This is an optimization exercise on Yosys and OpenROAD, whose aim is small area, a short achievable clock period and few clock cycles, not a production implementation. The RTL was checked by simulation tests, not by an equivalence proof against the original design.

== run 1 ==
// interpolation
module interpolation (
    input           clk,
    input           RST,
    input           START,
    input   [5:0]   H0,
    input   [5:0]   V0,
    input   [3:0]   SW,
    input   [3:0]   SH,
    output          REN,
    input   [7:0]   R_DATA,
    output  [11:0]  ADDR,
    output  [7:0]   O_DATA,
    output          O_VALID
);
Size: ~96 flip-flops, roughly 53 I/O pins.
clock: 32.0 ns
lec_check: 0
cap_margin: 20
core_margin: 2
core_utilization: 40
slew_margin: 60
standard.sh (not shown) runs the stock make flow with config.mk's settings and CLKGATE_MAP_FILE= SYNTH_SCRIPT=/design/flow/synth_recipe.tcl, a recipe that flattens the netlist after the stock synthesis.
==> flow/flow/run.sh <==
#!/bin/bash
# Standard ORFS flow with buf_2 port buffers and a clock tree of clkbuf_8
# cells (root and leaves), without dummy loads. The make output
# goes to flow_make.log here; ORFS logs each tool
# under orfs/logs/.
set -euo pipefail
export BUFFER_PORTS_ARGS="-buffer_cell sky130_fd_sc_hd__buf_2"
export CTS_ARGS="-sink_clustering_enable -repair_clock_nets -root_buf sky130_fd_sc_hd__clkbuf_8 -buf_list sky130_fd_sc_hd__clkbuf_4 -dont_use_dummy_load"
bash standard.sh > flow_make.log 2>&1
No stage failed in run 1, and the final checks on the layout all came back clean.
Testbench counts of run 1, summed over its fixed seeds: cycles 84,952.
Setup changes, run 1 to run 2
Settings: putting GPL_TIMING_DRIVEN at 0 where nothing was set.
==> flow/flow/run.sh <==
#!/bin/bash
# Standard ORFS flow with buf_2 port buffers and a clock tree of clkbuf_4
# leaf cells under a clkbuf_16 root, without dummy loads. The make output
# goes to flow_make.log here; ORFS logs each tool
# under orfs/logs/.
set -euo pipefail
export BUFFER_PORTS_ARGS="-buffer_cell sky130_fd_sc_hd__buf_2"
export CTS_ARGS="-sink_clustering_enable -repair_clock_nets -root_buf sky130_fd_sc_hd__clkbuf_16 -buf_list sky130_fd_sc_hd__clkbuf_4 -dont_use_dummy_load"
bash standard.sh > flow_make.log 2>&1
## What came out
The run showing the smaller data arrival time of the worst path is run 1.
Run 2 ended with more placed instance count than run 1.
Modified inputs, run 3 compared to run 2
Settings: GPL_TIMING_DRIVEN no longer set, was 0.
==> flow/flow/run.sh <==
#!/bin/bash
# Standard ORFS flow with buf_2 port buffers and a clock tree of clkbuf_4
# leaf cells under a clkbuf_16 root, without dummy loads. The make output
# goes to flow_make.log here; ORFS logs each tool
# under orfs/logs/.
set -euo pipefail
export BUFFER_PORTS_ARGS="-buffer_cell sky130_fd_sc_hd__buf_2"
export CTS_ARGS="-sink_clustering_enable -root_buf sky130_fd_sc_hd__clkbuf_16 -buf_list sky130_fd_sc_hd__clkbuf_4 -dont_use_dummy_load"
bash standard.sh > flow_make.log 2>&1
Results
Compared with run 2, placement density in the core of run 3 is lower. Pre-CTS worst setup slack in run 3 vs run 2: up 0.46 ns.

========
Another version of the RTL of interpolation (not shown whole).
Size: about 530 cells after synthesis, ~96 flip-flops, about 53 I/O pins.
clock: 32.0 ns
lec_check: 0
cap_margin: 20
core_margin: 2
core_utilization: 40
slew_margin: 60
==> flow/flow/run.sh <==
#!/bin/bash
# Standard ORFS flow with buf_2 port buffers and a clock tree of clkbuf_8
# cells (root and leaves), without dummy loads. The make output
# goes to flow_make.log here; ORFS logs each tool
# under orfs/logs/.
set -euo pipefail
export BUFFER_PORTS_ARGS="-buffer_cell sky130_fd_sc_hd__buf_2"
export CTS_ARGS="-sink_clustering_enable -repair_clock_nets -root_buf sky130_fd_sc_hd__clkbuf_8 -buf_list sky130_fd_sc_hd__clkbuf_4 -dont_use_dummy_load -sink_clustering_size 30 -sink_clustering_max_diameter 150"
bash standard.sh > flow_make.log 2>&1
Testbench counts at the start, summed over its fixed seeds: cycles 84,952.
Edit:
==> flow/flow/run.sh (replaced) <==
#!/bin/bash
# Standard ORFS flow with buf_1 input-port buffers, buf_2 output-port
# buffers (the post-global-placement hook resizes them) and a clock tree of
# clkbuf_8 cells (root and leaves), without dummy loads. The make output
# goes to flow_make.log here; ORFS logs each tool under orfs/logs/.
set -euo pipefail
here=$(pwd)
export BUFFER_PORTS_ARGS="-buffer_cell sky130_fd_sc_hd__buf_1"
export POST_GLOBAL_PLACE_TCL=$here/flow/post_gpl.tcl
export CTS_ARGS="-sink_clustering_enable -repair_clock_nets -root_buf sky130_fd_sc_hd__clkbuf_8 -buf_list sky130_fd_sc_hd__clkbuf_4 -dont_use_dummy_load"
bash standard.sh > flow_make.log 2>&1
==> flow/flow/post_gpl.tcl (new file) <==
# Resize the buffer that drives each output port to buf_2.
set buf2 [get_lib_cells sky130_fd_sc_hd__buf_2]
foreach port [get_ports -filter "direction == output"] {
  foreach pin [get_pins -of_objects [get_nets -of_objects $port] -filter "direction == output"] {
    replace_cell [get_cells -of_objects $pin] $buf2
  }
}
This time the run died in global placement (3_3_place_gp) on STA-0100.
Synthesized area is unchanged.
Synthesized cell count stays the same.
Edit:
==> flow/flow/post_gpl.tcl (replaced) <==
# Resize the buffer that drives each output port to buf_2, and the
# flip-flop that drives that buffer to dfxtp_2.
set buf2 [get_lib_cells sky130_fd_sc_hd__buf_2]
set ff2 [get_lib_cells sky130_fd_sc_hd__dfxtp_2]
foreach port [get_ports -filter "direction == output"] {
  foreach pin [get_pins -of_objects [get_nets [get_full_name $port]] -filter "direction == output"] {
    set buf [get_cells -of_objects $pin]
    replace_cell $buf $buf2
    foreach ipin [get_pins -of_objects $buf -filter "direction == input"] {
      foreach dpin [get_pins -of_objects [get_nets -of_objects $ipin] -filter "direction == output"] {
        set drv [get_cells -of_objects $dpin]
        if {[get_property [get_lib_cells -of_objects $drv] name] eq "sky130_fd_sc_hd__dfxtp_1"} { replace_cell $drv $ff2 }
      }
    }
  }
}
Result: The changed run produced a clean layout; synthesized cell count is unchanged; synthesized area is unchanged.
Edit:
==> flow/flow/post_gpl.tcl (replaced) <==
# Resize the buffer that drives each output port to buf_2.
set buf2 [get_lib_cells sky130_fd_sc_hd__buf_2]
foreach port [get_ports -filter "direction == output"] {
  foreach pin [get_pins -of_objects [get_nets [get_full_name $port]] -filter "direction == output"] {
    replace_cell [get_cells -of_objects $pin] $buf2
  }
}
- SLEW_MARGIN: 60 -> 40
After rerunning:
- synthesized cell count stays the same
- worst setup slack is worse by 0.022 ns
- clock skew came out lower by 0.0077 ns
- die area does not change
- wire length came out lower slightly
- final area came out lower slightly
- global-route usage came out lower by 0.12 points
Edit:
==> flow/flow/post_gpl.tcl (replaced) <==
# Resize the buffer that drives each output port to buf_4, and the
# flip-flop that drives that buffer to dfxtp_4.
set buf2 [get_lib_cells sky130_fd_sc_hd__buf_4]
set ff2 [get_lib_cells sky130_fd_sc_hd__dfxtp_4]
foreach port [get_ports -filter "direction == output"] {
  foreach pin [get_pins -of_objects [get_nets [get_full_name $port]] -filter "direction == output"] {
    set buf [get_cells -of_objects $pin]
    replace_cell $buf $buf2
    foreach ipin [get_pins -of_objects $buf -filter "direction == input"] {
      foreach dpin [get_pins -of_objects [get_nets -of_objects $ipin] -filter "direction == output"] {
        set drv [get_cells -of_objects $dpin]
        if {[get_property [get_lib_cells -of_objects $drv] name] eq "sky130_fd_sc_hd__dfxtp_1"} { replace_cell $drv $ff2 }
      }
    }
  }
}
- SLEW_MARGIN: 40 -> 60
The changed run completed without violations.
Final area goes up by 2.3%.
Via count fell by 0.75%.
Setup slack is better by 0.016 ns.
Utilization rose by 1.0 points.
Die area stays the same.
Register-to-register slack hardly moves.
Hold slack is about the same.
Cell count hardly moves.
Edit:
==> flow/flow/post_gpl.tcl (replaced) <==
# Resize the buffer that drives each output port to buf_2.
set buf2 [get_lib_cells sky130_fd_sc_hd__buf_2]
foreach port [get_ports -filter "direction == output"] {
  foreach pin [get_pins -of_objects [get_nets [get_full_name $port]] -filter "direction == output"] {
    replace_cell [get_cells -of_objects $pin] $buf2
  }
}
- SLEW_MARGIN: 60 -> 20
Outcome:
- design area falls slightly
- register-to-register slack barely changes
- setup slack is worse by 0.019 ns
- clock skew drops by 0.0033 ns
- global-route usage increases by 0.13 points
- synthesized cell count is unchanged

========
== rev 12 ==
The RTL this note starts from:
==> flow/design.v <==
module interpolation (
    input           clk,
    input           RST,
    input           START,
    input   [5:0]   H0,
    input   [5:0]   V0,
    input   [3:0]   SW,
    input   [3:0]   SH,
    output          REN,
    input   [7:0]   R_DATA,
    output  [11:0]  ADDR,
    output  [7:0]   O_DATA,
    output          O_VALID
);
assign REN = 1'b0;
reg [5:0] h0;
reg [3:0] sw, sh;            
reg [5:0] rrow;              
reg [3:0] ryf;               
reg [3:0] rc;                
reg       rsub;              
reg [11:0] addr;
reg        a_vld, a_bot;     
reg [3:0]  a_yr;
reg        r_top, r_last;    
reg [7:0] T, B;
reg [3:0] c_yr;
reg       cfull;
reg [7:0] N;
reg       nv;
reg [1:0] cnt;               
reg        active, loaded;
reg [4:0]  oj, oi;            
reg [3:0]  xq;                
reg [7:0]  vl, vu;
reg [7:0]  odata;
reg        ovalid;
assign ADDR = addr;
assign O_DATA = odata;
assign O_VALID = ovalid;
function [7:0] lerp;
    input [7:0] a, b;
    input [3:0] r;
    reg [11:0] x0, x1, x2, x3, x4, s1, c1, s2, c2, s;
    begin
        x0 = {4'd0, a};
        x1 = {4'd0, r[0] ? b : a};
        x2 = {3'd0, r[1] ? b : a, 1'b0};
        x3 = {2'd0, r[2] ? b : a, 2'b0};
        x4 = {1'd0, r[3] ? b : a, 3'b0};
        s1 = x0 ^ x1 ^ x2;
        c1 = ((x0 & x1) | (x0 & x2) | (x1 & x2)) << 1;
        s2 = s1 ^ c1 ^ x3;
        c2 = ((s1 & c1) | (s1 & x3) | (c1 & x3)) << 1;
        s = s2 + c2 + x4;
        lerp = s[11:4];
    end
endfunction
wire [7:0] vcol = lerp(T, B, c_yr);
wire       row_end = (oj == 5'b11000);
wire [4:0] xdif = {1'b0, xq} - {1'b0, sw};
wire       pop_next = row_end | xdif[4];
wire       avail = nv | cfull;
wire       produce = active & loaded;
wire       want = active & (~loaded | (pop_next & ~(row_end & (oi == 5'b11000))));
wire       take = want & avail;
wire [7:0] src = nv ? N : vcol;
wire       issue = rsub | (cnt != 2'd2) | take;
wire       col_done = rsub | (ryf == 4'd0);
wire [4:0] ysum = {1'b0, ryf} + {1'b0, sh};
always @(posedge clk) begin
    addr <= {rrow + {5'd0, rsub}, h0 + {2'd0, rc}};
    a_yr <= ryf;
    a_bot <= rsub;
    odata <= lerp(vu, vl, xq);
    if (r_top)
        T <= R_DATA;
    if (r_last)
        B <= R_DATA;
    if (a_vld & a_bot)
        c_yr <= a_yr;
    if (take) begin
        vl <= vu;
        vu <= src;
    end
    if (nv ? take : ~take)
        N <= vcol;
    if (START) begin
        h0 <= H0;
        sw <= SW - 4'd1;
        sh <= SH - 4'd1;
    end
end
always @(posedge clk) begin
    if (START) begin
        rrow <= V0;
        ryf <= 4'd0;
        rc <= 4'd0;
        rsub <= 1'b0;
        a_vld <= 1'b0;
        r_top <= 1'b0;
        r_last <= 1'b0;
        cfull <= 1'b0;
        nv <= 1'b0;
        cnt <= 2'd0;
        active <= 1'b1;
        loaded <= 1'b0;
        oj <= 5'd1;
        oi <= 5'd1;
        xq <= 4'd0;
        ovalid <= 1'b0;
    end else begin
        a_vld <= issue;
        r_top <= a_vld & ~a_bot;
        r_last <= a_vld & (a_bot | (a_yr == 4'd0));
        if (issue) begin
            if (col_done) begin
                rsub <= 1'b0;
                if (rc == sw) begin
                    rc <= 4'd0;
                    ryf <= ysum[3:0];
                    rrow <= rrow + {5'd0, ysum[4]};
                end else begin
                    rc <= rc + 4'd1;
                end
            end else begin
                rsub <= 1'b1;
            end
        end
        cnt <= cnt + {1'b0, issue & ~rsub} - {1'b0, take};
        if (take)
            nv <= nv & cfull;
        else if (cfull)
            nv <= 1'b1;
        cfull <= r_last | (cfull & nv & ~take);
        ovalid <= produce;
        if (produce) begin
            if (row_end) begin
                oj <= 5'd1;
                xq <= 4'd0;
                oi <= {oi[3:0], oi[4] ^ oi[2]};
                if (oi == 5'b11000)
                    active <= 1'b0;
            end else begin
                oj <= {oj[3:0], oj[4] ^ oj[2]};
                xq <= xdif[3:0];
            end
            loaded <= ~pop_next | take;
        end else if (take) begin
            loaded <= 1'b1;
        end
        if (RST)
            active <= 1'b0;
    end
end
endmodule
==> flow/config.mk <==
export PLATFORM = sky130hd
export DESIGN_NAME = interpolation
export DESIGN_NICKNAME = interpolation
export VERILOG_FILES = /design/flow/design.v
export SDC_FILE = /design/flow/constraint.sdc
export NUM_CORES = 4
export LEC_CHECK = 0
export CAP_MARGIN = 20
export CORE_MARGIN = 2
export CORE_UTILIZATION = 40
export SLEW_MARGIN = 60
==> flow/constraint.sdc <==
create_clock -name core_clock -period 32.0 [get_ports {clk}]
set_input_delay 6.4000 -clock core_clock [delete_from_list [all_inputs] [get_ports {clk}]]
set_output_delay 6.4000 -clock core_clock [all_outputs]
set_load 0.01 [all_outputs]
==> flow/flow/run.sh <==
#!/bin/bash
# Standard ORFS flow with buf_2 port buffers and a clock tree of clkbuf_8
# cells. The make output goes to flow_make.log here; ORFS logs each tool
# under orfs/logs/.
set -euo pipefail
export BUFFER_PORTS_ARGS="-buffer_cell sky130_fd_sc_hd__buf_2"
export CTS_ARGS="-sink_clustering_enable -repair_clock_nets -buf_list sky130_fd_sc_hd__clkbuf_8"
bash standard.sh > flow_make.log 2>&1
Testbench counts of rev 12, summed over its fixed seeds: cycles 87,218.
Modified inputs, rev 13 compared to rev 12
Settings: CORE_UTILIZATION: 40 -> 60.
==> results.txt <==
Changes observed in rev 13 relative to rev 12: number of fill cells shows a reduction of 46%; global-route usage climbed 5.6 points; cell area decreased by about 1.2% relative to the old numbers. Period utilization delta (rev 12 -> rev 13): insignificant. Of rev 12 and rev 13, the run reporting the lower die area was rev 13. Where first-pass GRT wire length is concerned, rev 12 is outperformed by rev 13. Rev 12 → rev 13: count of different cell masters after synthesis held, fraction of met3 tracks used by global routing went up 2.3 points, placed standard-cell area went down 1.4%, maximum clock frequency held.

re-timing with driven ports:
No port has a modelled driver above. Below, the same layouts with a new extraction and two added sets of constraints.
Step 1 sets driving cells, clkbuf_16 on the clock port and buf_2 on the other inputs (assumed; they add their load-dependent delay and slew).
Step 2 also shifts input and output timing later by t, the mid clock arrival at the registers, as if the neighbouring blocks saw the same clock.
Three values: no drivers, after step 1, after step 2; two values: the first two.
| run | shift t [ns] | setup WS [ns] | latest minus earliest clock arrival (ns) | worst data-port slew with drivers (ns) | pins driven straight from the clock port |
|---|---|---|---|---|---|
| run 1 | 0.400 | 24.696 / 24.661 / 24.742 | 0.022 / 0.022 | 0.04 | 1 |
| run 2 | 0.383 | 24.528 / 24.550 / 24.168 | 0.013 / 0.013 | 0.03 | 1 |
| run 3 | 0.378 | 24.733 / 24.692 / 24.741 | 0.016 / 0.016 | 0.04 | 1 |
| the first run of note 2 | 0.390 | 24.705 / 24.673 / 24.663 | 0.020 / 0.021 | 0.03 | 1 |
| the third run of note 2 | 0.401 | 24.732 / 24.698 / 24.780 | 0.026 / 0.026 | 0.04 | 1 |
| the fourth run of note 2 | 0.392 | 24.709 / 24.677 / 24.584 | 0.019 / 0.019 | 0.04 | 1 |
| the fifth run of note 2 | 0.398 | 24.725 / 24.691 / 24.769 | 0.024 / 0.025 | 0.04 | 1 |
| the sixth run of note 2 | 0.393 | 24.706 / 24.673 / 24.707 | 0.019 / 0.019 | 0.04 | 1 |
| rev 12 | 0.467 | 24.726 / 24.692 / 24.540 | 0.013 / 0.013 | 0.04 | 1 |
| rev 13 | 0.467 | 24.745 / 24.708 / 24.567 | 0.010 / 0.009 | 0.04 | 1 |
After both steps setup and hold are still met in every run listed. The setup slack of run 2, which loses most, moves by +0.022 ns with the drivers and by -0.360 ns with both steps.
